Source: an optimization exercise on an open RTL-to-GDS flow (aim: small area and a short achievable clock period). Production flows keep margins and buffers that such runs may drop.
No run shown here included a check of the RTL's function; only the layout flow was run.
Power and IR drop assume default switching activity.

**design/flow/flow/run.sh**
```bash
#!/bin/bash
# The standard layout (the standard.sh, unchanged synthesis and steps), with the
# port buffers that the flow inserts on every input and output made from buf_2 cells.
# make's output goes to layout.log; each tool's own log is under orfs/logs/.
set -euo pipefail
bash standard.sh 'BUFFER_PORTS_ARGS=-buffer_cell sky130_fd_sc_hd__buf_2' finish > layout.log 2>&1
```
**design/flow/config.mk**
```make
export PLATFORM = sky130hd
export DESIGN_NAME = FIR_filter
export DESIGN_NICKNAME = FIR_filter
export VERILOG_FILES = /design/flow/design.v
export SDC_FILE = /design/flow/constraint.sdc
export NUM_CORES = 4
export LEC_CHECK = 0
export CAP_MARGIN = 20
export CORE_MARGIN = 2
export CORE_UTILIZATION = 60
export CTS_BUF_LIST = sky130_fd_sc_hd__clkbuf_8
export CTS_CLUSTER_DIAMETER = 100
export CTS_CLUSTER_SIZE = 40
export PLACE_DENSITY = 0.7
export SLEW_MARGIN = 20
export SYNTH_HIERARCHICAL = 1
export SYNTH_MINIMUM_KEEP_SIZE = 0
```
**design/flow/design.v**
```verilog
`timescale 1ns / 1ps
module FIR_filter #(
    parameter  N1   = 8,
    parameter  N2 = 16 ,
    parameter integer N3  = 32
)(
    input  wire                      clk,
    input  wire                      rst,
    input  wire                      enable,
    input  wire signed [N2-1:0]    input_data,
    output  signed [N3-1:0]   sampleT,
   output   signed [N3-1:0] output_data
);
  reg [15:0] s0;
  reg [16:0] u0, u1, u2, u3, u4, u5;
  reg [24:0] yhp, yhg;
  wire vs1, vc2;
  fir_fa u_vs1 (.a(u1[0]), .b(u3[0]), .c(~s0[0]), .s(vs1), .co(vc2));
  wire vs3, vc4;
  fir_fa u_vs3 (.a(u1[1]), .b(u3[1]), .c(~s0[1]), .s(vs3), .co(vc4));
  wire vs5, vc6;
  fir_fa u_vs5 (.a(~u5[1]), .b(vc2), .c(vs3), .s(vs5), .co(vc6));
  wire vs7, vc8;
  fir_fa u_vs7 (.a(u1[2]), .b(u3[2]), .c(~s0[2]), .s(vs7), .co(vc8));
  wire vs9, vc10;
  fir_fa u_vs9 (.a(~u5[2]), .b(vc4), .c(vs7), .s(vs9), .co(vc10));
  wire vs11, vc12;
  fir_fa u_vs11 (.a(u1[3]), .b(u3[3]), .c(~s0[3]), .s(vs11), .co(vc12));
  wire vs13, vc14;
  fir_fa u_vs13 (.a(~u5[3]), .b(vc8), .c(vs11), .s(vs13), .co(vc14));
  wire vs15, vc16;
  fir_fa u_vs15 (.a(u1[4]), .b(u3[4]), .c(~s0[4]), .s(vs15), .co(vc16));
  wire vs17, vc18;
  fir_fa u_vs17 (.a(~u5[4]), .b(vc12), .c(vs15), .s(vs17), .co(vc18));
  wire vs19, vc20;
  fir_fa u_vs19 (.a(u1[5]), .b(u3[5]), .c(~s0[5]), .s(vs19), .co(vc20));
  wire vs21, vc22;
  fir_fa u_vs21 (.a(~u5[5]), .b(vc16), .c(vs19), .s(vs21), .co(vc22));
  wire vs23, vc24;
  fir_fa u_vs23 (.a(u1[6]), .b(u3[6]), .c(~s0[6]), .s(vs23), .co(vc24));
  wire vs25, vc26;
  fir_fa u_vs25 (.a(~u5[6]), .b(vc20), .c(vs23), .s(vs25), .co(vc26));
  wire vs27, vc28;
  fir_fa u_vs27 (.a(u1[7]), .b(u3[7]), .c(~s0[7]), .s(vs27), .co(vc28));
  wire vs29, vc30;
  fir_fa u_vs29 (.a(~u5[7]), .b(vc24), .c(vs27), .s(vs29), .co(vc30));
  wire vs31, vc32;
  fir_fa u_vs31 (.a(u1[8]), .b(u3[8]), .c(~s0[8]), .s(vs31), .co(vc32));
  wire vs33, vc34;
  fir_fa u_vs33 (.a(~u5[8]), .b(vc28), .c(vs31), .s(vs33), .co(vc34));
  wire vs35, vc36;
  fir_fa u_vs35 (.a(u1[9]), .b(u3[9]), .c(~s0[9]), .s(vs35), .co(vc36));
  wire vs37, vc38;
  fir_fa u_vs37 (.a(~u5[9]), .b(vc32), .c(vs35), .s(vs37), .co(vc38));
  wire vs39, vc40;
  fir_fa u_vs39 (.a(u1[10]), .b(u3[10]), .c(~s0[10]), .s(vs39), .co(vc40));
  wire vs41, vc42;
  fir_fa u_vs41 (.a(~u5[10]), .b(vc36), .c(vs39), .s(vs41), .co(vc42));
  wire vs43, vc44;
  fir_fa u_vs43 (.a(u1[11]), .b(u3[11]), .c(~s0[11]), .s(vs43), .co(vc44));
  wire vs45, vc46;
  fir_fa u_vs45 (.a(~u5[11]), .b(vc40), .c(vs43), .s(vs45), .co(vc46));
  wire vs47, vc48;
  fir_fa u_vs47 (.a(u1[12]), .b(u3[12]), .c(~s0[12]), .s(vs47), .co(vc48));
  wire vs49, vc50;
  fir_fa u_vs49 (.a(~u5[12]), .b(vc44), .c(vs47), .s(vs49), .co(vc50));
  wire vs51, vc52;
  fir_fa u_vs51 (.a(u1[13]), .b(u3[13]), .c(~s0[13]), .s(vs51), .co(vc52));
  wire vs53, vc54;
  fir_fa u_vs53 (.a(~u5[13]), .b(vc48), .c(vs51), .s(vs53), .co(vc54));
  wire vs55, vc56;
  fir_fa u_vs55 (.a(u1[14]), .b(u3[14]), .c(~s0[14]), .s(vs55), .co(vc56));
  wire vs57, vc58;
  fir_fa u_vs57 (.a(~u5[14]), .b(vc52), .c(vs55), .s(vs57), .co(vc58));
  wire vs59, vc60;
  fir_fa u_vs59 (.a(u1[15]), .b(u3[15]), .c(s0[15]), .s(vs59), .co(vc60));
  wire vs61, vc62;
  fir_fa u_vs61 (.a(~u5[15]), .b(vc56), .c(vs59), .s(vs61), .co(vc62));
  wire vs63, vc64;
  fir_fa u_vs63 (.a(~u1[16]), .b(~u3[16]), .c(u5[16]), .s(vs63), .co(vc64));
  wire vs65, vc66;
  fir_ha u_vs65 (.a(vc60), .b(vs63), .s(vs65), .co(vc66));
  wire qs67 = ~(~u5[0] ^ vs1);
  wire qc68 = ~u5[0] | vs1;
  wire qs69 = ~(qc68 ^ vs5);
  wire qc70 = qc68 | vs5;
  wire qs71 = ~(~u5[0] ^ vs1);
  wire qc72 = ~u5[0] | vs1;
  wire qs73, qc74;
  fir_fa u_qs73 (.a(vc6), .b(vs9), .c(qs71), .s(qs73), .co(qc74));
  wire qs75, qc76;
  fir_fa u_qs75 (.a(qc70), .b(qs73), .c(~input_data[0]), .s(qs75), .co(qc76));
  wire qs77 = ~(vc10 ^ qc72);
  wire qc78 = vc10 | qc72;
  wire qs79, qc80;
  fir_fa u_qs79 (.a(vs5), .b(vs13), .c(qc74), .s(qs79), .co(qc80));
  wire qs81, qc82;
  fir_fa u_qs81 (.a(qs77), .b(qs79), .c(~input_data[1]), .s(qs81), .co(qc82));
  wire qs83, qc84;
  fir_fa u_qs83 (.a(~input_data[3]), .b(qc76), .c(qs81), .s(qs83), .co(qc84));
  wire qs85, qc86;
  fir_fa u_qs85 (.a(u0[0]), .b(u1[0]), .c(u3[0]), .s(qs85), .co(qc86));
  wire qs87, qc88;
  fir_fa u_qs87 (.a(u4[0]), .b(qs85), .c(vc6), .s(qs87), .co(qc88));
  wire qs89, qc90;
  fir_fa u_qs89 (.a(vc14), .b(vs9), .c(vs17), .s(qs89), .co(qc90));
  wire qs91, qc92;
  fir_fa u_qs91 (.a(qc78), .b(qs87), .c(qs89), .s(qs91), .co(qc92));
  wire qs93, qc94;
  fir_fa u_qs93 (.a(qc80), .b(~input_data[2]), .c(~input_data[4]), .s(qs93), .co(qc94));
  wire qs95, qc96;
  fir_fa u_qs95 (.a(qs91), .b(qc82), .c(qs93), .s(qs95), .co(qc96));
  wire qs97, qc98;
  fir_fa u_qs97 (.a(u0[1]), .b(u1[1]), .c(u3[1]), .s(qs97), .co(qc98));
  wire qs99, qc100;
  fir_fa u_qs99 (.a(u4[1]), .b(qc86), .c(qs97), .s(qs99), .co(qc100));
  wire qs101, qc102;
  fir_fa u_qs101 (.a(vc10), .b(vc18), .c(vs13), .s(qs101), .co(qc102));
  wire qs103, qc104;
  fir_fa u_qs103 (.a(vs21), .b(qs99), .c(qc88), .s(qs103), .co(qc104));
  wire qs105, qc106;
  fir_fa u_qs105 (.a(qc90), .b(qs101), .c(qs103), .s(qs105), .co(qc106));
  wire qs107, qc108;
  fir_fa u_qs107 (.a(qc92), .b(~input_data[3]), .c(~input_data[5]), .s(qs107), .co(qc108));
  wire qs109, qc110;
  fir_fa u_qs109 (.a(qs105), .b(qc94), .c(qs107), .s(qs109), .co(qc110));
  wire qs111, qc112;
  fir_fa u_qs111 (.a(u0[2]), .b(u1[2]), .c(u3[2]), .s(qs111), .co(qc112));
  wire qs113, qc114;
  fir_fa u_qs113 (.a(u4[2]), .b(u2[0]), .c(qc98), .s(qs113), .co(qc114));
  wire qs115, qc116;
  fir_fa u_qs115 (.a(qs111), .b(vc14), .c(vc22), .s(qs115), .co(qc116));
  wire qs117, qc118;
  fir_fa u_qs117 (.a(qc100), .b(qs113), .c(vs17), .s(qs117), .co(qc118));
  wire qs119, qc120;
  fir_fa u_qs119 (.a(vs25), .b(qc102), .c(qs115), .s(qs119), .co(qc120));
  wire qs121, qc122;
  fir_fa u_qs121 (.a(qs117), .b(qc104), .c(qs119), .s(qs121), .co(qc122));
  wire qs123, qc124;
  fir_fa u_qs123 (.a(~input_data[4]), .b(~input_data[6]), .c(qc106), .s(qs123), .co(qc124));
  wire qs125, qc126;
  fir_fa u_qs125 (.a(qc108), .b(qs121), .c(qs123), .s(qs125), .co(qc126));
  wire qs127, qc128;
  fir_fa u_qs127 (.a(u0[3]), .b(u1[3]), .c(u3[3]), .s(qs127), .co(qc128));
  wire qs129, qc130;
  fir_fa u_qs129 (.a(u4[3]), .b(u2[1]), .c(qc112), .s(qs129), .co(qc130));
  wire qs131, qc132;
  fir_fa u_qs131 (.a(qs127), .b(qc114), .c(vc18), .s(qs131), .co(qc132));
  wire qs133, qc134;
  fir_fa u_qs133 (.a(vc26), .b(qs129), .c(vs21), .s(qs133), .co(qc134));
  wire qs135, qc136;
  fir_fa u_qs135 (.a(vs29), .b(qc116), .c(qc118), .s(qs135), .co(qc136));
  wire qs137, qc138;
  fir_fa u_qs137 (.a(qs131), .b(qs133), .c(qc120), .s(qs137), .co(qc138));
  wire qs139, qc140;
  fir_fa u_qs139 (.a(qs135), .b(~input_data[5]), .c(~input_data[7]), .s(qs139), .co(qc140));
  wire qs141, qc142;
  fir_fa u_qs141 (.a(qc122), .b(qs137), .c(qs139), .s(qs141), .co(qc142));
  wire qs143, qc144;
  fir_fa u_qs143 (.a(qc124), .b(qs141), .c(qc126), .s(qs143), .co(qc144));
  wire qs145, qc146;
  fir_fa u_qs145 (.a(u0[4]), .b(u1[4]), .c(u3[4]), .s(qs145), .co(qc146));
  wire qs147, qc148;
  fir_fa u_qs147 (.a(u4[4]), .b(u2[2]), .c(qc128), .s(qs147), .co(qc148));
  wire qs149, qc150;
  fir_fa u_qs149 (.a(qs145), .b(qc130), .c(vc22), .s(qs149), .co(qc150));
  wire qs151, qc152;
  fir_fa u_qs151 (.a(vc30), .b(qs147), .c(vs25), .s(qs151), .co(qc152));
  wire qs153, qc154;
  fir_fa u_qs153 (.a(vs33), .b(qc132), .c(qc134), .s(qs153), .co(qc154));
  wire qs155, qc156;
  fir_fa u_qs155 (.a(qs149), .b(qs151), .c(qc136), .s(qs155), .co(qc156));
  wire qs157, qc158;
  fir_fa u_qs157 (.a(qs153), .b(~input_data[6]), .c(~input_data[8]), .s(qs157), .co(qc158));
  wire qs159, qc160;
  fir_fa u_qs159 (.a(qc138), .b(qs155), .c(qc140), .s(qs159), .co(qc160));
  wire qs161, qc162;
  fir_fa u_qs161 (.a(qs157), .b(qc142), .c(qs159), .s(qs161), .co(qc162));
  wire qs163, qc164;
  fir_fa u_qs163 (.a(u0[5]), .b(u1[5]), .c(u3[5]), .s(qs163), .co(qc164));
  wire qs165, qc166;
  fir_fa u_qs165 (.a(u4[5]), .b(u2[3]), .c(qc146), .s(qs165), .co(qc166));
  wire qs167, qc168;
  fir_fa u_qs167 (.a(qs163), .b(qc148), .c(vc26), .s(qs167), .co(qc168));
  wire qs169, qc170;
  fir_fa u_qs169 (.a(vc34), .b(qs165), .c(vs29), .s(qs169), .co(qc170));
  wire qs171, qc172;
  fir_fa u_qs171 (.a(vs37), .b(qc150), .c(qc152), .s(qs171), .co(qc172));
  wire qs173, qc174;
  fir_fa u_qs173 (.a(qs167), .b(qs169), .c(qc154), .s(qs173), .co(qc174));
  wire qs175, qc176;
  fir_fa u_qs175 (.a(qs171), .b(~input_data[7]), .c(~input_data[9]), .s(qs175), .co(qc176));
  wire qs177, qc178;
  fir_fa u_qs177 (.a(qc156), .b(qs173), .c(qc158), .s(qs177), .co(qc178));
  wire qs179, qc180;
  fir_fa u_qs179 (.a(qs175), .b(qc160), .c(qs177), .s(qs179), .co(qc180));
  wire qs181, qc182;
  fir_fa u_qs181 (.a(u0[6]), .b(u1[6]), .c(u3[6]), .s(qs181), .co(qc182));
  wire qs183, qc184;
  fir_fa u_qs183 (.a(u4[6]), .b(u2[4]), .c(qc164), .s(qs183), .co(qc184));
  wire qs185, qc186;
  fir_fa u_qs185 (.a(qs181), .b(qc166), .c(vc30), .s(qs185), .co(qc186));
  wire qs187, qc188;
  fir_fa u_qs187 (.a(vc38), .b(qs183), .c(vs33), .s(qs187), .co(qc188));
  wire qs189, qc190;
  fir_fa u_qs189 (.a(vs41), .b(qc168), .c(qc170), .s(qs189), .co(qc190));
  wire qs191, qc192;
  fir_fa u_qs191 (.a(qs185), .b(qs187), .c(qc172), .s(qs191), .co(qc192));
  wire qs193, qc194;
  fir_fa u_qs193 (.a(qs189), .b(~input_data[8]), .c(~input_data[10]), .s(qs193), .co(qc194));
  wire qs195, qc196;
  fir_fa u_qs195 (.a(qc174), .b(qs191), .c(qc176), .s(qs195), .co(qc196));
  wire qs197, qc198;
  fir_fa u_qs197 (.a(qs193), .b(qc178), .c(qs195), .s(qs197), .co(qc198));
  wire qs199, qc200;
  fir_fa u_qs199 (.a(u0[7]), .b(u1[7]), .c(u3[7]), .s(qs199), .co(qc200));
  wire qs201, qc202;
  fir_fa u_qs201 (.a(u4[7]), .b(u2[5]), .c(qc182), .s(qs201), .co(qc202));
  wire qs203, qc204;
  fir_fa u_qs203 (.a(qs199), .b(qc184), .c(vc34), .s(qs203), .co(qc204));
  wire qs205, qc206;
  fir_fa u_qs205 (.a(vc42), .b(qs201), .c(vs37), .s(qs205), .co(qc206));
  wire qs207, qc208;
  fir_fa u_qs207 (.a(vs45), .b(qc186), .c(qc188), .s(qs207), .co(qc208));
  wire qs209, qc210;
  fir_fa u_qs209 (.a(qs203), .b(qs205), .c(qc190), .s(qs209), .co(qc210));
  wire qs211, qc212;
  fir_fa u_qs211 (.a(qs207), .b(~input_data[9]), .c(~input_data[11]), .s(qs211), .co(qc212));
  wire qs213, qc214;
  fir_fa u_qs213 (.a(qc192), .b(qs209), .c(qc194), .s(qs213), .co(qc214));
  wire qs215, qc216;
  fir_fa u_qs215 (.a(qs211), .b(qc196), .c(qs213), .s(qs215), .co(qc216));
  wire qs217, qc218;
  fir_fa u_qs217 (.a(u0[8]), .b(u1[8]), .c(u3[8]), .s(qs217), .co(qc218));
  wire qs219, qc220;
  fir_fa u_qs219 (.a(u4[8]), .b(u2[6]), .c(qc200), .s(qs219), .co(qc220));
  wire qs221, qc222;
  fir_fa u_qs221 (.a(qs217), .b(qc202), .c(vc38), .s(qs221), .co(qc222));
  wire qs223, qc224;
  fir_fa u_qs223 (.a(vc46), .b(qs219), .c(vs41), .s(qs223), .co(qc224));
  wire qs225, qc226;
  fir_fa u_qs225 (.a(vs49), .b(qc204), .c(qc206), .s(qs225), .co(qc226));
  wire qs227, qc228;
  fir_fa u_qs227 (.a(qs221), .b(qs223), .c(qc208), .s(qs227), .co(qc228));
  wire qs229, qc230;
  fir_fa u_qs229 (.a(qs225), .b(~input_data[10]), .c(~input_data[12]), .s(qs229), .co(qc230));
  wire qs231, qc232;
  fir_fa u_qs231 (.a(qc210), .b(qs227), .c(qc212), .s(qs231), .co(qc232));
  wire qs233, qc234;
  fir_fa u_qs233 (.a(qs229), .b(qc214), .c(qs231), .s(qs233), .co(qc234));
  wire qs235, qc236;
  fir_fa u_qs235 (.a(u0[9]), .b(u1[9]), .c(u3[9]), .s(qs235), .co(qc236));
  wire qs237, qc238;
  fir_fa u_qs237 (.a(u4[9]), .b(u2[7]), .c(qc218), .s(qs237), .co(qc238));
  wire qs239, qc240;
  fir_fa u_qs239 (.a(qs235), .b(qc220), .c(vc42), .s(qs239), .co(qc240));
  wire qs241, qc242;
  fir_fa u_qs241 (.a(vc50), .b(qs237), .c(vs45), .s(qs241), .co(qc242));
  wire qs243, qc244;
  fir_fa u_qs243 (.a(vs53), .b(qc222), .c(qc224), .s(qs243), .co(qc244));
  wire qs245, qc246;
  fir_fa u_qs245 (.a(qs239), .b(qs241), .c(qc226), .s(qs245), .co(qc246));
  wire qs247, qc248;
  fir_fa u_qs247 (.a(qs243), .b(~input_data[11]), .c(~input_data[13]), .s(qs247), .co(qc248));
  wire qs249, qc250;
  fir_fa u_qs249 (.a(qc228), .b(qs245), .c(qc230), .s(qs249), .co(qc250));
  wire qs251, qc252;
  fir_fa u_qs251 (.a(qs247), .b(qc232), .c(qs249), .s(qs251), .co(qc252));
  wire qs253, qc254;
  fir_fa u_qs253 (.a(u0[10]), .b(u1[10]), .c(u3[10]), .s(qs253), .co(qc254));
  wire qs255, qc256;
  fir_fa u_qs255 (.a(u4[10]), .b(u2[8]), .c(qc236), .s(qs255), .co(qc256));
  wire qs257, qc258;
  fir_fa u_qs257 (.a(qs253), .b(qc238), .c(vc46), .s(qs257), .co(qc258));
  wire qs259, qc260;
  fir_fa u_qs259 (.a(vc54), .b(qs255), .c(vs49), .s(qs259), .co(qc260));
  wire qs261, qc262;
  fir_fa u_qs261 (.a(vs57), .b(qc240), .c(qc242), .s(qs261), .co(qc262));
  wire qs263, qc264;
  fir_fa u_qs263 (.a(qs257), .b(qs259), .c(qc244), .s(qs263), .co(qc264));
  wire qs265, qc266;
  fir_fa u_qs265 (.a(qs261), .b(~input_data[12]), .c(~input_data[14]), .s(qs265), .co(qc266));
  wire qs267, qc268;
  fir_fa u_qs267 (.a(qc246), .b(qs263), .c(qc248), .s(qs267), .co(qc268));
  wire qs269, qc270;
  fir_fa u_qs269 (.a(qs265), .b(qc250), .c(qs267), .s(qs269), .co(qc270));
  wire qs271, qc272;
  fir_fa u_qs271 (.a(u0[11]), .b(u1[11]), .c(u3[11]), .s(qs271), .co(qc272));
  wire qs273, qc274;
  fir_fa u_qs273 (.a(u4[11]), .b(u2[9]), .c(qc254), .s(qs273), .co(qc274));
  wire qs275, qc276;
  fir_fa u_qs275 (.a(qs271), .b(qc256), .c(vc50), .s(qs275), .co(qc276));
  wire qs277, qc278;
  fir_fa u_qs277 (.a(vc58), .b(qs273), .c(vs53), .s(qs277), .co(qc278));
  wire qs279, qc280;
  fir_fa u_qs279 (.a(vs61), .b(qc258), .c(qc260), .s(qs279), .co(qc280));
  wire qs281, qc282;
  fir_fa u_qs281 (.a(qs275), .b(qs277), .c(qc262), .s(qs281), .co(qc282));
  wire qs283, qc284;
  fir_fa u_qs283 (.a(qs279), .b(~input_data[13]), .c(input_data[15]), .s(qs283), .co(qc284));
  wire qs285, qc286;
  fir_fa u_qs285 (.a(qc264), .b(qs281), .c(qc266), .s(qs285), .co(qc286));
  wire qs287, qc288;
  fir_fa u_qs287 (.a(qs283), .b(qc268), .c(qs285), .s(qs287), .co(qc288));
  wire qs289, qc290;
  fir_fa u_qs289 (.a(u0[12]), .b(u1[12]), .c(u3[12]), .s(qs289), .co(qc290));
  wire qs291, qc292;
  fir_fa u_qs291 (.a(u4[12]), .b(u2[10]), .c(qc272), .s(qs291), .co(qc292));
  wire qs293, qc294;
  fir_fa u_qs293 (.a(qs289), .b(vs65), .c(qc274), .s(qs293), .co(qc294));
  wire qs295, qc296;
  fir_fa u_qs295 (.a(vc54), .b(vc62), .c(qs291), .s(qs295), .co(qc296));
  wire qs297, qc298;
  fir_fa u_qs297 (.a(vs57), .b(qc276), .c(qs293), .s(qs297), .co(qc298));
  wire qs299, qc300;
  fir_fa u_qs299 (.a(qc278), .b(qs295), .c(qs297), .s(qs299), .co(qc300));
  wire qs301, qc302;
  fir_fa u_qs301 (.a(qc280), .b(~input_data[14]), .c(qc282), .s(qs301), .co(qc302));
  wire qs303, qc304;
  fir_fa u_qs303 (.a(qs299), .b(qc284), .c(qs301), .s(qs303), .co(qc304));
  wire qs305, qc306;
  fir_fa u_qs305 (.a(qc286), .b(qs303), .c(qc288), .s(qs305), .co(qc306));
  wire qs307, qc308;
  fir_fa u_qs307 (.a(u0[13]), .b(u1[13]), .c(u3[13]), .s(qs307), .co(qc308));
  wire qs309, qc310;
  fir_fa u_qs309 (.a(u4[13]), .b(u2[11]), .c(vc64), .s(qs309), .co(qc310));
  wire qs311, qc312;
  fir_fa u_qs311 (.a(qc290), .b(qs307), .c(vc66), .s(qs311), .co(qc312));
  wire qs313, qc314;
  fir_fa u_qs313 (.a(qc292), .b(vc58), .c(qs309), .s(qs313), .co(qc314));
  wire qs315, qc316;
  fir_fa u_qs315 (.a(vs61), .b(qs311), .c(qc294), .s(qs315), .co(qc316));
  wire qs317, qc318;
  fir_fa u_qs317 (.a(qc296), .b(qs313), .c(qc298), .s(qs317), .co(qc318));
  wire qs319, qc320;
  fir_fa u_qs319 (.a(qs315), .b(input_data[15]), .c(qc300), .s(qs319), .co(qc320));
  wire qs321, qc322;
  fir_fa u_qs321 (.a(qs317), .b(qc302), .c(qs319), .s(qs321), .co(qc322));
  wire qs323, qc324;
  fir_ha u_qs323 (.a(qc304), .b(qs321), .s(qs323), .co(qc324));
  wire qs325, qc326;
  fir_fa u_qs325 (.a(u0[14]), .b(u1[14]), .c(u3[14]), .s(qs325), .co(qc326));
  wire qs327 = ~(u4[14] ^ u2[12]);
  wire qc328 = u4[14] | u2[12];
  wire qs329, qc330;
  fir_fa u_qs329 (.a(qc308), .b(qs325), .c(qs327), .s(qs329), .co(qc330));
  wire qs331, qc332;
  fir_fa u_qs331 (.a(vs65), .b(qc310), .c(vc62), .s(qs331), .co(qc332));
  wire qs333, qc334;
  fir_fa u_qs333 (.a(qs329), .b(qc312), .c(qc314), .s(qs333), .co(qc334));
  wire qs335, qc336;
  fir_fa u_qs335 (.a(qs331), .b(qc316), .c(qs333), .s(qs335), .co(qc336));
  wire qs337, qc338;
  fir_fa u_qs337 (.a(qc318), .b(qs335), .c(qc320), .s(qs337), .co(qc338));
  wire qs339, qc340;
  fir_fa u_qs339 (.a(qc322), .b(qs337), .c(qc324), .s(qs339), .co(qc340));
  wire qs341, qc342;
  fir_fa u_qs341 (.a(u0[15]), .b(u1[15]), .c(u3[15]), .s(qs341), .co(qc342));
  wire qs343 = ~(u4[15] ^ u2[13]);
  wire qc344 = u4[15] | u2[13];
  wire qs345, qc346;
  fir_fa u_qs345 (.a(vc64), .b(qc326), .c(qc328), .s(qs345), .co(qc346));
  wire qs347, qc348;
  fir_fa u_qs347 (.a(qs341), .b(qs343), .c(vc66), .s(qs347), .co(qc348));
  wire qs349, qc350;
  fir_fa u_qs349 (.a(qc330), .b(qs345), .c(qs347), .s(qs349), .co(qc350));
  wire qs351, qc352;
  fir_fa u_qs351 (.a(qc332), .b(qs349), .c(qc334), .s(qs351), .co(qc352));
  wire qs353, qc354;
  fir_fa u_qs353 (.a(qc336), .b(qs351), .c(qc338), .s(qs353), .co(qc354));
  wire qs355, qc356;
  fir_fa u_qs355 (.a(~u0[16]), .b(~u1[16]), .c(~u3[16]), .s(qs355), .co(qc356));
  wire qs357, qc358;
  fir_fa u_qs357 (.a(~u4[16]), .b(u2[14]), .c(qc342), .s(qs357), .co(qc358));
  wire qs359, qc360;
  fir_fa u_qs359 (.a(qc344), .b(qs355), .c(qc346), .s(qs359), .co(qc360));
  wire qs361, qc362;
  fir_fa u_qs361 (.a(qs357), .b(qc348), .c(qs359), .s(qs361), .co(qc362));
  wire qs363, qc364;
  fir_fa u_qs363 (.a(qc350), .b(qs361), .c(qc352), .s(qs363), .co(qc364));
  wire qs365 = ~(u2[15] ^ qc356);
  wire qc366 = u2[15] | qc356;
  wire qs367, qc368;
  fir_fa u_qs367 (.a(qc358), .b(qs365), .c(qc360), .s(qs367), .co(qc368));
  wire qs369, qc370;
  fir_ha u_qs369 (.a(qc362), .b(qs367), .s(qs369), .co(qc370));
  wire qs371 = ~(~u2[16] ^ qc366);
  wire qc372 = ~u2[16] | qc366;
  wire qs373, qc374;
  fir_fa u_qs373 (.a(qs371), .b(qc368), .c(qc370), .s(qs373), .co(qc374));
  wire [24:0] yha_next = {1'b1, qc372, qs373, qs369, qs363, qs353, qs339, qs323, qs305, qc270, qc252, qc234, qc216, qc198, qc180, qc162, qs161, qs143, qc110, qc96, qc84, qs83, ~input_data[2], qs69, qs67};
  wire [24:0] yhb_next = {1'b0, qc374, 1'b0, qc364, qc354, qc340, 1'b0, qc306, 1'b0, qs287, qs269, qs251, qs233, qs215, qs197, qs179, qc144, 1'b0, qs125, qs109, qs95, 1'b0, qs75, ~input_data[1], ~input_data[0]};
  wire [24:0] yhp_next = yha_next ^ yhb_next;
  wire [24:0] yhg_next = yha_next & yhb_next;
  wire [16:0] ui_a = {input_data[15], input_data};
  wire [16:0] ui_b = {s0[15], s0};
  wire [16:0] u_in_p = ui_a ^ ui_b;
  wire [16:0] u_in_g = ui_a & ui_b;
  wire [15:0] u_in_c;
  fir_pfx_u_in u_pfx_u_in (.p(u_in_p[15:0]), .g(u_in_g[15:0]), .c(u_in_c));
  wire [16:0] u_in = u_in_p ^ {u_in_c, 1'b0};
  wire [24:0] yo_p = yhp;
  wire [24:0] yo_g = yhg;
  wire [23:0] yo_c;
  fir_pfx_yo u_pfx_yo (.p(yo_p[23:0]), .g(yo_g[23:0]), .c(yo_c));
  wire [24:0] yo = yo_p ^ {yo_c, 1'b0};
  wire yo_sgn0;
  fir_xor u_yo_sgn0 (.a(yo_p[24]), .b(yo_c[23]), .y(yo_sgn0));
  wire yo_sgn1;
  fir_xor u_yo_sgn1 (.a(yo_p[24]), .b(yo_c[23]), .y(yo_sgn1));
  wire yo_sgn2;
  fir_xor u_yo_sgn2 (.a(yo_p[24]), .b(yo_c[23]), .y(yo_sgn2));
  wire yo_sgn3;
  fir_xor u_yo_sgn3 (.a(yo_p[24]), .b(yo_c[23]), .y(yo_sgn3));
  wire [24:0] y = yo;
  wire [7:0] ysign = {{2{yo_sgn3}}, {2{yo_sgn2}}, {2{yo_sgn1}}, {2{yo_sgn0}}};
  always @(posedge clk) begin
    if (rst) begin
      s0 <= 16'd0;
      u0 <= 17'd0; u1 <= 17'd0; u2 <= 17'd0; u3 <= 17'd0; u4 <= 17'd0; u5 <= 17'd0;
      yhp <= 25'd0; yhg <= 25'd0;
    end else if (enable) begin
      yhp <= yhp_next; yhg <= yhg_next;
      s0 <= input_data;
      u0 <= u_in; u1 <= u0; u2 <= u1; u3 <= u2; u4 <= u3; u5 <= u4;
    end
  end
  assign output_data = {ysign, y[23:0]};
  assign sampleT = {{16{s0[15]}}, s0};
endmodule
module fir_fa (input wire a, input wire b, input wire c, output wire s, output wire co);
  assign s = a ^ b ^ c;
  assign co = (a & b) | (a & c) | (b & c);
endmodule
module fir_ha (input wire a, input wire b, output wire s, output wire co);
  assign s = a ^ b;
  assign co = a & b;
endmodule
module fir_xor (input wire a, input wire b, output wire y);
  assign y = a ^ b;
endmodule
module fir_pfx_yo (input wire [23:0] p, input wire [23:0] g, output wire [23:0] c);
  wire G1 = g[1] | (p[1] & g[0]);
  wire P2 = p[1] & p[0];
  wire G3 = g[3] | (p[3] & g[2]);
  wire P4 = p[3] & p[2];
  wire G5 = g[5] | (p[5] & g[4]);
  wire P6 = p[5] & p[4];
  wire G7 = g[7] | (p[7] & g[6]);
  wire P8 = p[7] & p[6];
  wire G9 = g[9] | (p[9] & g[8]);
  wire P10 = p[9] & p[8];
  wire G11 = g[11] | (p[11] & g[10]);
  wire P12 = p[11] & p[10];
  wire G13 = g[13] | (p[13] & g[12]);
  wire P14 = p[13] & p[12];
  wire G15 = g[15] | (p[15] & g[14]);
  wire P16 = p[15] & p[14];
  wire G17 = g[17] | (p[17] & g[16]);
  wire P18 = p[17] & p[16];
  wire G19 = g[19] | (p[19] & g[18]);
  wire P20 = p[19] & p[18];
  wire G21 = g[21] | (p[21] & g[20]);
  wire P22 = p[21] & p[20];
  wire G23 = g[23] | (p[23] & g[22]);
  wire P24 = p[23] & p[22];
  wire G25 = g[2] | (p[2] & G1);
  wire P26 = p[2] & P2;
  wire G27 = G3 | (P4 & G1);
  wire P28 = P4 & P2;
  wire G29 = g[6] | (p[6] & G5);
  wire P30 = p[6] & P6;
  wire G31 = G7 | (P8 & G5);
  wire P32 = P8 & P6;
  wire G33 = g[10] | (p[10] & G9);
  wire P34 = p[10] & P10;
  wire G35 = G11 | (P12 & G9);
  wire P36 = P12 & P10;
  wire G37 = g[14] | (p[14] & G13);
  wire P38 = p[14] & P14;
  wire G39 = G15 | (P16 & G13);
  wire P40 = P16 & P14;
  wire G41 = g[18] | (p[18] & G17);
  wire P42 = p[18] & P18;
  wire G43 = G19 | (P20 & G17);
  wire P44 = P20 & P18;
  wire G45 = g[22] | (p[22] & G21);
  wire P46 = p[22] & P22;
  wire G47 = G23 | (P24 & G21);
  wire P48 = P24 & P22;
  wire G49 = g[4] | (p[4] & G27);
  wire P50 = p[4] & P28;
  wire G51 = G5 | (P6 & G27);
  wire P52 = P6 & P28;
  wire G53 = G29 | (P30 & G27);
  wire P54 = P30 & P28;
  wire G55 = G31 | (P32 & G27);
  wire P56 = P32 & P28;
  wire G57 = g[12] | (p[12] & G35);
  wire P58 = p[12] & P36;
  wire G59 = G13 | (P14 & G35);
  wire P60 = P14 & P36;
  wire G61 = G37 | (P38 & G35);
  wire P62 = P38 & P36;
  wire G63 = G39 | (P40 & G35);
  wire P64 = P40 & P36;
  wire G65 = g[20] | (p[20] & G43);
  wire P66 = p[20] & P44;
  wire G67 = G21 | (P22 & G43);
  wire P68 = P22 & P44;
  wire G69 = G45 | (P46 & G43);
  wire P70 = P46 & P44;
  wire G71 = G47 | (P48 & G43);
  wire P72 = P48 & P44;
  wire G73 = g[8] | (p[8] & G55);
  wire P74 = p[8] & P56;
  wire G75 = G9 | (P10 & G55);
  wire P76 = P10 & P56;
  wire G77 = G33 | (P34 & G55);
  wire P78 = P34 & P56;
  wire G79 = G35 | (P36 & G55);
  wire P80 = P36 & P56;
  wire G81 = G57 | (P58 & G55);
  wire P82 = P58 & P56;
  wire G83 = G59 | (P60 & G55);
  wire P84 = P60 & P56;
  wire G85 = G61 | (P62 & G55);
  wire P86 = P62 & P56;
  wire G87 = G63 | (P64 & G55);
  wire P88 = P64 & P56;
  wire G89 = g[16] | (p[16] & G87);
  wire P90 = p[16] & P88;
  wire G91 = G17 | (P18 & G87);
  wire P92 = P18 & P88;
  wire G93 = G41 | (P42 & G87);
  wire P94 = P42 & P88;
  wire G95 = G43 | (P44 & G87);
  wire P96 = P44 & P88;
  wire G97 = G65 | (P66 & G87);
  wire P98 = P66 & P88;
  wire G99 = G67 | (P68 & G87);
  wire P100 = P68 & P88;
  wire G101 = G69 | (P70 & G87);
  wire P102 = P70 & P88;
  wire G103 = G71 | (P72 & G87);
  wire P104 = P72 & P88;
  assign c = {G103, G101, G99, G97, G95, G93, G91, G89, G87, G85, G83, G81, G79, G77, G75, G73, G55, G53, G51, G49, G27, G25, G1, g[0]};
endmodule
module fir_pfx_u_in (input wire [15:0] p, input wire [15:0] g, output wire [15:0] c);
  wire G1 = g[1] | (p[1] & g[0]);
  wire P2 = p[1] & p[0];
  wire G3 = g[3] | (p[3] & g[2]);
  wire P4 = p[3] & p[2];
  wire G5 = g[5] | (p[5] & g[4]);
  wire P6 = p[5] & p[4];
  wire G7 = g[7] | (p[7] & g[6]);
  wire P8 = p[7] & p[6];
  wire G9 = g[9] | (p[9] & g[8]);
  wire P10 = p[9] & p[8];
  wire G11 = g[11] | (p[11] & g[10]);
  wire P12 = p[11] & p[10];
  wire G13 = g[13] | (p[13] & g[12]);
  wire P14 = p[13] & p[12];
  wire G15 = g[15] | (p[15] & g[14]);
  wire P16 = p[15] & p[14];
  wire G17 = g[2] | (p[2] & G1);
  wire P18 = p[2] & P2;
  wire G19 = G3 | (P4 & G1);
  wire P20 = P4 & P2;
  wire G21 = g[6] | (p[6] & G5);
  wire P22 = p[6] & P6;
  wire G23 = G7 | (P8 & G5);
  wire P24 = P8 & P6;
  wire G25 = g[10] | (p[10] & G9);
  wire P26 = p[10] & P10;
  wire G27 = G11 | (P12 & G9);
  wire P28 = P12 & P10;
  wire G29 = g[14] | (p[14] & G13);
  wire P30 = p[14] & P14;
  wire G31 = G15 | (P16 & G13);
  wire P32 = P16 & P14;
  wire G33 = g[4] | (p[4] & G19);
  wire P34 = p[4] & P20;
  wire G35 = G5 | (P6 & G19);
  wire P36 = P6 & P20;
  wire G37 = G21 | (P22 & G19);
  wire P38 = P22 & P20;
  wire G39 = G23 | (P24 & G19);
  wire P40 = P24 & P20;
  wire G41 = g[12] | (p[12] & G27);
  wire P42 = p[12] & P28;
  wire G43 = G13 | (P14 & G27);
  wire P44 = P14 & P28;
  wire G45 = G29 | (P30 & G27);
  wire P46 = P30 & P28;
  wire G47 = G31 | (P32 & G27);
  wire P48 = P32 & P28;
  wire G49 = g[8] | (p[8] & G39);
  wire P50 = p[8] & P40;
  wire G51 = G9 | (P10 & G39);
  wire P52 = P10 & P40;
  wire G53 = G25 | (P26 & G39);
  wire P54 = P26 & P40;
  wire G55 = G27 | (P28 & G39);
  wire P56 = P28 & P40;
  wire G57 = G41 | (P42 & G39);
  wire P58 = P42 & P40;
  wire G59 = G43 | (P44 & G39);
  wire P60 = P44 & P40;
  wire G61 = G45 | (P46 & G39);
  wire P62 = P46 & P40;
  wire G63 = G47 | (P48 & G39);
  wire P64 = P48 & P40;
  assign c = {G63, G61, G59, G57, G55, G53, G51, G49, G39, G37, G35, G33, G19, G17, G1, g[0]};
endmodule
```
**design/flow/standard.sh**
```bash
#!/bin/bash
# synth_recipe.tcl (not shown) runs the flow's synth.tcl, then flattens the netlist and writes it again
# the make line also repeats each setting of config.mk as NAME=value (left out here)
make -C /OpenROAD-flow-scripts/flow DESIGN_CONFIG=/design/flow/config.mk WORK_HOME=/design/flow/orfs CLKGATE_MAP_FILE= SYNTH_SCRIPT=/design/flow/synth_recipe.tcl "${@:-finish}"
```
**design/flow/constraint.sdc**
```tcl
create_clock -name core_clock -period 12.0 [get_ports {clk}]
set_input_delay 2.4000 -clock core_clock [delete_from_list [all_inputs] [get_ports {clk}]]
set_output_delay 2.4000 -clock core_clock [all_outputs]
set_load 0.01 [all_outputs]
```
==> results of run 1 <==
-- registers in the layout, indices dropped and copies added (netlist names), 17 cells and up --
signal,count
u0,17
u1,17
u2,17
u3,17
u4,17
u5,17
yhg,19
yhp,25
-- Yosys stat by module (local to each module, per instance) --
| module | area [µm²] | flip-flops and latches | times used |
|---|---|---|---|
| FIR_filter | 7060 | 162 | 1 |
| fir_fa | 20.0 | 0 | 176 |
| fir_ha | 12.5 | 0 | 3 |
| fir_pfx_u_in | 382 | 0 | 1 |
| fir_pfx_yo | 614 | 0 | 1 |
| fir_xor | 8.76 | 0 | 4 |
-- critical path: stages (launching register included) --
cell	delay (ns)
dfxtp_1	0.35
a21o_1	0.21
a22o_1	0.23
a41o_1	0.29
a31o_4	0.27
a31oi_4	0.30
o21ai_1	0.24
xor2_1	0.23
buf_2	0.16
-- power groups by stage --
stage	Combinational [mW]	Clock, mW	Sequential (mW)
5_1_grt	1.31	0.440	0.663
3_3_place_gp	1.13	0	0.665
4_1_cts	1.17	0.415	0.654
3_5_place_dp	1.16	0	0.667
2_1_floorplan	0.900	0	0.651
6_report	1.12	0.405	0.653
-- cells by family after synthesis --
kind of cell / after synthesis / share of synthesized area (%)
flip-flops: 162 / 27.8
multiplexers: 145 / 12.5
buffers and inverters: 180 / 9.35
AND/OR/NAND/NOR: 203 / 6.88
adder cells (fa/ha/maj): 221 / 35.1
other: 1 / 0.0322
XOR/XNOR: 43 / 3.23
AO/OA/AOI/OAI: 82 / 5.14
-- layer usage --
| metal | global-route usage (%) | up-vias |
|---|---|---|
| met1 | 26.7 | 3356 |
| met3 | 4.33 | 22 |
| met2 | 39.6 | 70 |
| met5 | 0 | - |
| met4 | 6.71 | 0 |
| li1 | - | 3297 |
-- placed cells by master, fill, tap and decap left out, drive strengths merged, types with 19 or more instances in the layout --
cell / Yosys / routed
inv: 77 / 82
mux2i: 145 / 145
a21o: 19 / 19
xor2: 27 / 27
fa: 176 / 176
nor2: 174 / 174
dfxtp: 162 / 162
buf: 95 / 83
ha: 45 / 45
-- area by class of cell --
| class | instances | area (µm²) |
|---|---|---|
| Sequential cell | 162 | 3240 |
| Multi-Input combinational cell | 702 | 7350 |
| Tap cell | 260 | 325 |
| Fill cell | 1566 | 6860 |
| Inverter | 77 | 289 |
| Clock buffer | 17 | 234 |
| Timing Repair Buffer | 84 | 437 |
| Clock inverter | 15 | 156 |
-- stage by stage --
step / cell area, µm² / power (mW) / hold WS, ns
after floorplan: 11700 / 1.55 / 0.460
after global placement: 11600 / 1.80 / 0.468
after detailed placement: 11600 / 1.83 / 0.482
after CTS: 12000 / 2.24 / 0.504
after global routing: 12000 / 2.42 / 0.540
final: 12000 / 2.18 / 0.501
-- worst min path at each step --
stage                         end  slack [ns]  cells after the start
final                       u5[3]        0.50                      2
after global routing      yhg[11]        0.54                      2
after CTS                   u5[3]        0.50                      2
after detailed placement    u5[3]        0.48                      2
after global placement     yhp[0]        0.47                      2
after floorplan            u5[10]        0.46                      2
==> flow_summary_export.csv, run 1 <==
group,metric,value,unit
outcome,status,"no timing/DRC/antenna violations",
sta,clock_skew,0.0159,ns
synth,async_flop_share,0,%
place,dp_hpwl,16400,µm
sta,rsz0062_at_grt,"false",
sta,setup_violations,0,
pwr,p_sw_share,38.9,%
worst_setup_path,endpoint,"output_data[24]",
layout,area_delta_synth_final,3.24,%
sta,worst_slack,6.84,ns
sta,fin_setup_tns,0,ns
sta,max_freq,0.194,GHz
synth,synth-seq-cells,162,
cts,hold_buffers,0,
detailed_routing,highest_layer,"met4",
sta,fin_crit_sh,43.0,%
pwr,p_comb_share,51.4,%
worst_setup_path,crit_path_start_kind,"register",
cts,clock_sinks,162,
detailed_routing,avgRoutedWirePerCell,16.0,µm
sta,slew-limit-headroom,26.8,%
pwr,switching_power,848,µW
detailed_routing,viasPerCell,5.12,
worst_setup_path,critPathRequiredTime,9.60,ns
place,port_buffers,82,
detailed_routing,firstDrtPassIters,4,
pwr,p_leak,5.71,nW
layout,drive_gt1_share,11.5,%
cts,cts_made_buffers,17,
layout,fin_util,63.7,%
place,dp.cells,1285,
run,drv_cap,0,
hold_path,hp-start,"u5[3]",
cts,cts_setup_buffers,0,
grt,grt_antenna_before_repair,0,
worst_setup_path,critPathCaptureType,"primary output",
grt,grt_usage,22.0,%
synth,synth_flop_cell,"dfxtp_1",
synth,syn_avg_cell_area,11.2,µm²
floorplanning,die_w,143,µm
worst_setup_path,rr_worst_depth,12,
detailed_routing,vias,6745,
sta,min_period,5.16,ns
synth,ys_top_cells_by_area,"fa_1, dfxtp_1, mux2i_1",
synth,synthCells,1037,
layout,antenna_cells,0,
pwr,ir_drop,119,µV
synth,ys_warn_count,7,
detailed_routing,routed_wl,21000,µm
synth,synth_most_common_cell,"fa_1",
synth,yosys.area.top_type_share,30.2,%
grt,grt_first_pass_wirelength,34700,µm
synth,synth_edf_count,0,
sta,final_max_slew_viol_count,0,
place,post-place-ws,7.09,ns
cts,cts_buffer_depth,2,
worst_setup_path,critPathLaunch,"yhp[1]",
worst_setup_path,critPathKind,"reg2out",
sta,worst-slew-pin-transition,1.10,ns
synth,ys_seq_area_share,27.8,%
worst_setup_path,r2r_setup_slack,7.20,ns
pwr,clockPowerShare,18.6,%
floorplanning,dieArea,0.0206,mm²
detailed_routing,wl_met1,8620,µm
cts,clkLatencyLatePin,0.46,ns
floorplanning,io_pins,83,
synth,ys_types,42,
cts,cts_tree,"yes",
floorplanning,start_util,61.7,%
detailed_routing,first_iter_violations,277,
synth,netlist_area,0.0117,mm²
grt,grt_max_degree,112,
detailed_routing,antenna_left,0,
pwr,power_density,181,mW/mm²
floorplanning,rows,50,
worst_setup_path,timing.rr.end,"yhp[19]",
detailed_routing,dr_wl_met2,11500,µm
detailed_routing,route.detailed.drc,0,
worst_setup_path,rr_startpoint,"s0[15]",
detailed_routing,wl_met3,447,µm
cts,clk_pin_slew,0.10,ns
layout,nets,1284,
worst_setup_path,cp_max_fo,9,
worst_setup_path,cp.arrival,2.76,ns
grt,grt_pass1_vias,6950,
pwr,internal-power,1.33,mW
floorplanning,fp.dieH,143,µm
hold_path,holdCritPathClass,"reg2reg",
cts,cts_resized,0,
floorplanning,core,0.0189,mm²
synth,yosysTopAreaCell,"fa_1",
sta,timing.final.hold_violations,0,
cts,htreeDepth,4,
synth,ys_top_cells_by_count,"fa_1, nor2_1, dfxtp_1",
layout,fin_cells,1317,
pwr,p_seq_share,30.0,%
place,gp_congestion,0.816,
cts,root_buffer,"clkbuf_8",
grt,grt_overflow,0,
==> run 2: changes to the inputs <==
--- a/design/flow/design.v
+++ b/design/flow/design.v
@@ -14,5 +14,7 @@
   reg [15:0] s0;
   reg [16:0] u0, u1, u2, u3, u4, u5;
-  reg [24:0] yhp, yhg;
+  reg [3:0] ylo;
+  reg yc;
+  reg [20:0] yhp, yhg;
   wire vs1, vc2;
   fir_fa u_vs1 (.a(u1[0]), .b(u3[0]), .c(~s0[0]), .s(vs1), .co(vc2));
@@ -389,8 +391,15 @@
   wire qs373, qc374;
   fir_fa u_qs373 (.a(qs371), .b(qc368), .c(qc370), .s(qs373), .co(qc374));
-  wire [24:0] yha_next = {1'b1, qc372, qs373, qs369, qs363, qs353, qs339, qs323, qs305, qc270, qc252, qc234, qc216, qc198, qc180, qc162, qs161, qs143, qc110, qc96, qc84, qs83, ~input_data[2], qs69, qs67};
-  wire [24:0] yhb_next = {1'b0, qc374, 1'b0, qc364, qc354, qc340, 1'b0, qc306, 1'b0, qs287, qs269, qs251, qs233, qs215, qs197, qs179, qc144, 1'b0, qs125, qs109, qs95, 1'b0, qs75, ~input_data[1], ~input_data[0]};
-  wire [24:0] yhp_next = yha_next ^ yhb_next;
-  wire [24:0] yhg_next = yha_next & yhb_next;
+  wire [4:0] qa = {1'b0, qs83, ~input_data[2], qs69, qs67};
+  wire [4:0] qb = {1'b0, 1'b0, qs75, ~input_data[1], ~input_data[0]};
+  wire [4:0] ylo_next_p = qa ^ qb;
+  wire [4:0] ylo_next_g = qa & qb;
+  wire [3:0] ylo_next_c;
+  fir_pfx_ylo_next u_pfx_ylo_next (.p(ylo_next_p[3:0]), .g(ylo_next_g[3:0]), .c(ylo_next_c));
+  wire [4:0] ylo_next = ylo_next_p ^ {ylo_next_c, 1'b0};
+  wire [20:0] yha_next = {1'b1, qc372, qs373, qs369, qs363, qs353, qs339, qs323, qs305, qc270, qc252, qc234, qc216, qc198, qc180, qc162, qs161, qs143, qc110, qc96, qc84};
+  wire [20:0] yhb_next = {1'b0, qc374, 1'b0, qc364, qc354, qc340, 1'b0, qc306, 1'b0, qs287, qs269, qs251, qs233, qs215, qs197, qs179, qc144, 1'b0, qs125, qs109, qs95};
+  wire [20:0] yhp_next = yha_next ^ yhb_next;
+  wire [20:0] yhg_next = yha_next & yhb_next;
   wire [16:0] ui_a = {input_data[15], input_data};
   wire [16:0] ui_b = {s0[15], s0};
@@ -400,18 +409,18 @@
   fir_pfx_u_in u_pfx_u_in (.p(u_in_p[15:0]), .g(u_in_g[15:0]), .c(u_in_c));
   wire [16:0] u_in = u_in_p ^ {u_in_c, 1'b0};
-  wire [24:0] yo_p = yhp;
-  wire [24:0] yo_g = yhg;
-  wire [23:0] yo_c;
-  fir_pfx_yo u_pfx_yo (.p(yo_p[23:0]), .g(yo_g[23:0]), .c(yo_c));
-  wire [24:0] yo = yo_p ^ {yo_c, 1'b0};
+  wire [21:0] yo_p = {yhp, 1'b0};
+  wire [21:0] yo_g = {yhg, yc};
+  wire [20:0] yo_c;
+  fir_pfx_yo u_pfx_yo (.p(yo_p[20:0]), .g(yo_g[20:0]), .c(yo_c));
+  wire [21:0] yo = yo_p ^ {yo_c, 1'b0};
   wire yo_sgn0;
-  fir_xor u_yo_sgn0 (.a(yo_p[24]), .b(yo_c[23]), .y(yo_sgn0));
+  fir_xor u_yo_sgn0 (.a(yo_p[21]), .b(yo_c[20]), .y(yo_sgn0));
   wire yo_sgn1;
-  fir_xor u_yo_sgn1 (.a(yo_p[24]), .b(yo_c[23]), .y(yo_sgn1));
+  fir_xor u_yo_sgn1 (.a(yo_p[21]), .b(yo_c[20]), .y(yo_sgn1));
   wire yo_sgn2;
-  fir_xor u_yo_sgn2 (.a(yo_p[24]), .b(yo_c[23]), .y(yo_sgn2));
+  fir_xor u_yo_sgn2 (.a(yo_p[21]), .b(yo_c[20]), .y(yo_sgn2));
   wire yo_sgn3;
-  fir_xor u_yo_sgn3 (.a(yo_p[24]), .b(yo_c[23]), .y(yo_sgn3));
-  wire [24:0] y = yo;
+  fir_xor u_yo_sgn3 (.a(yo_p[21]), .b(yo_c[20]), .y(yo_sgn3));
+  wire [24:0] y = {yo[21:1], ylo};
   wire [7:0] ysign = {{2{yo_sgn3}}, {2{yo_sgn2}}, {2{yo_sgn1}}, {2{yo_sgn0}}};
   always @(posedge clk) begin
@@ -419,7 +428,7 @@
       s0 <= 16'd0;
       u0 <= 17'd0; u1 <= 17'd0; u2 <= 17'd0; u3 <= 17'd0; u4 <= 17'd0; u5 <= 17'd0;
-      yhp <= 25'd0; yhg <= 25'd0;
+      ylo <= 4'd0; yc <= 1'b0; yhp <= 21'd0; yhg <= 21'd0;
     end else if (enable) begin
-      yhp <= yhp_next; yhg <= yhg_next;
+      ylo <= ylo_next[3:0]; yc <= ylo_next[4]; yhp <= yhp_next; yhg <= yhg_next;
       s0 <= input_data;
       u0 <= u_in; u1 <= u0; u2 <= u1; u3 <= u2; u4 <= u3; u5 <= u4;
@@ -440,5 +449,16 @@
   assign y = a ^ b;
 endmodule
-module fir_pfx_yo (input wire [23:0] p, input wire [23:0] g, output wire [23:0] c);
+module fir_pfx_ylo_next (input wire [3:0] p, input wire [3:0] g, output wire [3:0] c);
+  wire G1 = g[1] | (p[1] & g[0]);
+  wire P2 = p[1] & p[0];
+  wire G3 = g[3] | (p[3] & g[2]);
+  wire P4 = p[3] & p[2];
+  wire G5 = g[2] | (p[2] & G1);
+  wire P6 = p[2] & P2;
+  wire G7 = G3 | (P4 & G1);
+  wire P8 = P4 & P2;
+  assign c = {G7, G5, G1, g[0]};
+endmodule
+module fir_pfx_yo (input wire [20:0] p, input wire [20:0] g, output wire [20:0] c);
   wire G1 = g[1] | (p[1] & g[0]);
   wire P2 = p[1] & p[0];
@@ -461,89 +481,69 @@
   wire G19 = g[19] | (p[19] & g[18]);
   wire P20 = p[19] & p[18];
-  wire G21 = g[21] | (p[21] & g[20]);
-  wire P22 = p[21] & p[20];
-  wire G23 = g[23] | (p[23] & g[22]);
-  wire P24 = p[23] & p[22];
-  wire G25 = g[2] | (p[2] & G1);
-  wire P26 = p[2] & P2;
-  wire G27 = G3 | (P4 & G1);
-  wire P28 = P4 & P2;
-  wire G29 = g[6] | (p[6] & G5);
-  wire P30 = p[6] & P6;
-  wire G31 = G7 | (P8 & G5);
-  wire P32 = P8 & P6;
-  wire G33 = g[10] | (p[10] & G9);
-  wire P34 = p[10] & P10;
-  wire G35 = G11 | (P12 & G9);
-  wire P36 = P12 & P10;
-  wire G37 = g[14] | (p[14] & G13);
-  wire P38 = p[14] & P14;
-  wire G39 = G15 | (P16 & G13);
-  wire P40 = P16 & P14;
-  wire G41 = g[18] | (p[18] & G17);
-  wire P42 = p[18] & P18;
-  wire G43 = G19 | (P20 & G17);
-  wire P44 = P20 & P18;
-  wire G45 = g[22] | (p[22] & G21);
-  wire P46 = p[22] & P22;
-  wire G47 = G23 | (P24 & G21);
-  wire P48 = P24 & P22;
-  wire G49 = g[4] | (p[4] & G27);
-  wire P50 = p[4] & P28;
-  wire G51 = G5 | (P6 & G27);
-  wire P52 = P6 & P28;
-  wire G53 = G29 | (P30 & G27);
-  wire P54 = P30 & P28;
-  wire G55 = G31 | (P32 & G27);
-  wire P56 = P32 & P28;
-  wire G57 = g[12] | (p[12] & G35);
-  wire P58 = p[12] & P36;
-  wire G59 = G13 | (P14 & G35);
-  wire P60 = P14 & P36;
-  wire G61 = G37 | (P38 & G35);
-  wire P62 = P38 & P36;
-  wire G63 = G39 | (P40 & G35);
-  wire P64 = P40 & P36;
-  wire G65 = g[20] | (p[20] & G43);
-  wire P66 = p[20] & P44;
-  wire G67 = G21 | (P22 & G43);
-  wire P68 = P22 & P44;
-  wire G69 = G45 | (P46 & G43);
-  wire P70 = P46 & P44;
-  wire G71 = G47 | (P48 & G43);
-  wire P72 = P48 & P44;
-  wire G73 = g[8] | (p[8] & G55);
-  wire P74 = p[8] & P56;
-  wire G75 = G9 | (P10 & G55);
-  wire P76 = P10 & P56;
-  wire G77 = G33 | (P34 & G55);
-  wire P78 = P34 & P56;
-  wire G79 = G35 | (P36 & G55);
-  wire P80 = P36 & P56;
-  wire G81 = G57 | (P58 & G55);
-  wire P82 = P58 & P56;
-  wire G83 = G59 | (P60 & G55);
-  wire P84 = P60 & P56;
-  wire G85 = G61 | (P62 & G55);
-  wire P86 = P62 & P56;
-  wire G87 = G63 | (P64 & G55);
-  wire P88 = P64 & P56;
-  wire G89 = g[16] | (p[16] & G87);
-  wire P90 = p[16] & P88;
-  wire G91 = G17 | (P18 & G87);
-  wire P92 = P18 & P88;
-  wire G93 = G41 | (P42 & G87);
-  wire P94 = P42 & P88;
-  wire G95 = G43 | (P44 & G87);
-  wire P96 = P44 & P88;
-  wire G97 = G65 | (P66 & G87);
-  wire P98 = P66 & P88;
-  wire G99 = G67 | (P68 & G87);
-  wire P100 = P68 & P88;
-  wire G101 = G69 | (P70 & G87);
-  wire P102 = P70 & P88;
-  wire G103 = G71 | (P72 & G87);
-  wire P104 = P72 & P88;
-  assign c = {G103, G101, G99, G97, G95, G93, G91, G89, G87, G85, G83, G81, G79, G77, G75, G73, G55, G53, G51, G49, G27, G25, G1, g[0]};
+  wire G21 = g[2] | (p[2] & G1);
+  wire P22 = p[2] & P2;
+  wire G23 = G3 | (P4 & G1);
+  wire P24 = P4 & P2;
+  wire G25 = g[6] | (p[6] & G5);
+  wire P26 = p[6] & P6;
+  wire G27 = G7 | (P8 & G5);
+  wire P28 = P8 & P6;
+  wire G29 = g[10] | (p[10] & G9);
+  wire P30 = p[10] & P10;
+  wire G31 = G11 | (P12 & G9);
+  wire P32 = P12 & P10;
+  wire G33 = g[14] | (p[14] & G13);
+  wire P34 = p[14] & P14;
+  wire G35 = G15 | (P16 & G13);
+  wire P36 = P16 & P14;
+  wire G37 = g[18] | (p[18] & G17);
+  wire P38 = p[18] & P18;
+  wire G39 = G19 | (P20 & G17);
+  wire P40 = P20 & P18;
+  wire G41 = g[4] | (p[4] & G23);
+  wire P42 = p[4] & P24;
+  wire G43 = G5 | (P6 & G23);
+  wire P44 = P6 & P24;
+  wire G45 = G25 | (P26 & G23);
+  wire P46 = P26 & P24;
+  wire G47 = G27 | (P28 & G23);
+  wire P48 = P28 & P24;
+  wire G49 = g[12] | (p[12] & G31);
+  wire P50 = p[12] & P32;
+  wire G51 = G13 | (P14 & G31);
+  wire P52 = P14 & P32;
+  wire G53 = G33 | (P34 & G31);
+  wire P54 = P34 & P32;
+  wire G55 = G35 | (P36 & G31);
+  wire P56 = P36 & P32;
+  wire G57 = g[20] | (p[20] & G39);
+  wire P58 = p[20] & P40;
+  wire G59 = g[8] | (p[8] & G47);
+  wire P60 = p[8] & P48;
+  wire G61 = G9 | (P10 & G47);
+  wire P62 = P10 & P48;
+  wire G63 = G29 | (P30 & G47);
+  wire P64 = P30 & P48;
+  wire G65 = G31 | (P32 & G47);
+  wire P66 = P32 & P48;
+  wire G67 = G49 | (P50 & G47);
+  wire P68 = P50 & P48;
+  wire G69 = G51 | (P52 & G47);
+  wire P70 = P52 & P48;
+  wire G71 = G53 | (P54 & G47);
+  wire P72 = P54 & P48;
+  wire G73 = G55 | (P56 & G47);
+  wire P74 = P56 & P48;
+  wire G75 = g[16] | (p[16] & G73);
+  wire P76 = p[16] & P74;
+  wire G77 = G17 | (P18 & G73);
+  wire P78 = P18 & P74;
+  wire G79 = G37 | (P38 & G73);
+  wire P80 = P38 & P74;
+  wire G81 = G39 | (P40 & G73);
+  wire P82 = P40 & P74;
+  wire G83 = G57 | (P58 & G73);
+  wire P84 = P58 & P74;
+  assign c = {G83, G81, G79, G77, G75, G73, G71, G69, G67, G65, G63, G61, G59, G47, G45, G43, G41, G23, G21, G1, g[0]};
 endmodule
 module fir_pfx_u_in (input wire [15:0] p, input wire [15:0] g, output wire [15:0] c);
==> run 2 against run 1 <==
  * Still clean on timing, DRC and antenna
  * Global-route usage increased by 0.15 points
  * Maximum frequency is 1.3% lower
  * Total power is 0.55% lower
  * Combinational power about the same
  * Register-to-register slack lost 0.06 ns
  * Via count shrank 1.9%
  * Final cell count shrank 3.6%
==> flow_summary_export.csv, run 2 <==
group,metric,value,unit
cts,cts_made_buffers,17,
synth,synth_flop_cell,"dfxtp_1",
layout,area_delta_synth_final,3.32,%
worst_setup_path,critPathRequiredTime,9.60,ns
worst_setup_path,cp_max_fo,5,
detailed_routing,routed_wl,20700,µm
sta,max_freq,0.191,GHz
synth,syn_avg_cell_area,11.3,µm²
cts,cts_buffer_depth,2,
grt,grt_antenna_before_repair,0,
grt,grt_pass1_vias,6932,
detailed_routing,firstDrtPassIters,6,
worst_setup_path,crit_path_start_kind,"register",
layout,design_area,0.0118,mm²
cts,cts_tree,"yes",
synth,synthCells,1016,
cts,clock_sinks,160,
synth,ys_types,42,
cts,cts_resized,0,
place,dp_hpwl,16300,µm
floorplanning,io_pins,83,
hold_path,min_delay_path_depth,2,
sta,setup_violations,0,
floorplanning,start_util,61.1,%
layout,fin_util,63.1,%
grt,grt_overflow,0,
layout,largest_reg_flops,21,
floorplanning,core,0.0187,mm²
synth,ys_top_cells_by_area,"fa_1, dfxtp_1, mux2i_1",
synth,ys_warn_count,7,
sta,final_max_slew_viol_count,0,
synth,synth_most_common_cell,"fa_1",
layout,layout_common_cells,"fa_1, nor2_1, dfxtp_1",
worst_setup_path,rr_worst_depth,13,
grt,grt_use_met3,4.31,%
floorplanning,rows,50,
layout,layout_commonest_cell,"fa_1",
floorplanning,dieArea,0.0202,mm²
cts,clkLatencyLatePin,0.46,ns
outcome,status,"no timing/DRC/antenna violations",
grt,grt_usage,22.1,%
sta,worst-slew-pin-transition,1.13,ns
place,dpl_cell_area,0.0114,mm²
detailed_routing,viasPerCell,5.21,
pwr,p_leak,5.65,nW
synth,yosys.area.top_type_share,30.8,%
grt,top_usage_layer,"met2",
worst_setup_path,critPathCaptureType,"primary output",
cts,root_buffer,"clkbuf_8",
synth,yosysTopAreaCell,"fa_1",
grt,grt_first_pass_wirelength,34400,µm
pwr,power_density,184,mW/mm²
synth,netlist_area,0.0114,mm²
worst_setup_path,cp.arrival,2.83,ns
place,port_buffers,82,
detailed_routing,vias,6616,
sta,slew-limit-headroom,24.7,%
layout,drive_gt1_share,11.7,%
grt,met2_usage,40.7,%
sta,clock_skew,0.0111,ns
grt,grt_max_degree,112,
sta,min_period,5.23,ns
layout,antenna_cells,0,
floorplanning,fp.dieH,142,µm
cts,clk_pin_slew,0.09,ns
detailed_routing,first_iter_violations,280,
sta,fin_crit_sh,43.5,%
sta,rsz0062_at_grt,"false",
cts,hold_buffers,0,
synth,ys_top_cells_by_count,"fa_1, nor2_1, dfxtp_1",
sta,fin_setup_tns,0,ns
floorplanning,die_w,142,µm
hold_path,holdCritPathClass,"reg2reg",
cts,htreeDepth,4,
sta,timing.final.hold_violations,0,
worst_setup_path,critPathKind,"reg2out",
detailed_routing,antenna_left,0,
place,gp_congestion,0.857,
layout,fillers,1552,
synth,synth-seq-cells,160,
detailed_routing,route.detailed.drc,0,
grt,use_met1,26.5,%
cts,cts_setup_buffers,0,
sta,worst_slack,6.77,ns
pwr,ir_drop,117,µV
synth,synth_edf_count,0,
synth,async_flop_share,0,%
place,dp.cells,1237,
layout,fin_cells,1269,
layout,nets,1262,
detailed_routing,avgRoutedWirePerCell,16.3,µm
place,post-place-ws,7.10,ns
run,drv_cap,0,
synth,ys_seq_area_share,28.0,%
layout,top_register,"yhp",
## run 2: changes by cell type after synthesis, moves of 4 or more
cell	delta
buf_2	-7
a21o_1	+4
mux2i_1	-5
nor2_1	-6
clkbuf_1	+5
buf_8	-11
a21oi_1	-5
buf_6	+8
## run 2: report_power, final
group,switching (mW),leakage [nW],total [mW],internal (mW)
Combinational,0.587,4.16,1.15,0.564
Clock,0.209,0.187,0.377,0.168
Sequential,0.0533,1.31,0.639,0.586
## run 2: cell families after synthesis
group                      share of synthesized area, %
adders and majority gates                          35.7
and+or+nand+nor                                    6.71
buffers and inverters                              9.03
DFF                                                28.0
muxes                                              12.3
AOI/OAI and AO/OA                                  4.91
xor gates and xnor gates                           3.29
other                                            0.0328
## run 2: critical path, stage by stage (launching register included)
cell     delay [ns]
dfxtp_1        0.42
and3_1         0.17
a22o_1         0.16
a41o_1         0.26
and4_4         0.26
nor4_1         0.07
o31ai_1        0.63
xor2_1         0.23
buf_2          0.16
## run 2: path summary, 6_finish.rpt
path | startpoint | end | slack, ns
min | ylo[2] | ylo[2] | 0.48
max | yhp[2] | output_data[26] | 6.77
max reg2reg | u1[16] | yhp[15] | 7.14
min reg2reg | ylo[2] | ylo[2] | 0.48
## run 2: metal layers
layer,vias to the layer above,wire length [µm]
met5,-,0
met4,0,316
li1,3219,-
met1,3297,8540
met2,79,11300
met3,21,569
## run 2: area by class of cell
class | count | area, µm² | share of cell area, %
multi-input cells | 681 | 7220 | 61.1
clock buffers | 18 | 248 | 2.10
flip-flops and latches | 160 | 3200 | 27.1
inverters | 78 | 293 | 2.48
repair buffers | 84 | 437 | 3.70
clock inverters | 14 | 119 | 1.01
well taps | 234 | 293 | 2.48
## run 2: per-stage QoR
step / hold slack (ns) / power, mW
global route: 0.502 / 2.39
detailed placement: 0.474 / 1.84
global placement: 0.468 / 1.80
CTS: 0.486 / 2.22
floorplan: 0.460 / 1.55
finish: 0.483 / 2.17
## run 2: per-module statistics from Yosys (local to each module, per instance)
| module | area, µm² | copies in the design | cells |
|---|---|---|---|
| fir_pfx_u_in | 382 | 1 | 57 |
| fir_ha | 12.5 | 3 | 1 |
| fir_xor | 8.76 | 4 | 1 |
| fir_pfx_ylo_next | 61.3 | 1 | 8 |
| fir_pfx_yo | 472 | 1 | 74 |
| FIR_filter | 6920 | 1 | 694 |
| fir_fa | 20.0 | 176 | 1 |

-- port drivers added, routing unchanged --
How much do the figures lean on ideal ports? The routed layouts below were timed once more, with nothing changed but the port constraints. Step 1 sets driving cells, clkbuf_16 on the clock port and buf_2 on the other inputs (assumed; they add their load-dependent delay and slew). Step 2 also shifts input and output timing later by t, the mid clock arrival at the registers, as if the neighbouring blocks saw the same clock. Slacks: ideal / step 1 / step 2; pairs: ideal / step 1.
run	shift t [ns]	setup slack, ns	pins driven straight from the clock port
run 1	0.494	6.842 / 6.803 / 7.095	1
run 2	0.490	6.775 / 6.737 / 7.081	1
After both steps setup and hold are still met in every run listed.
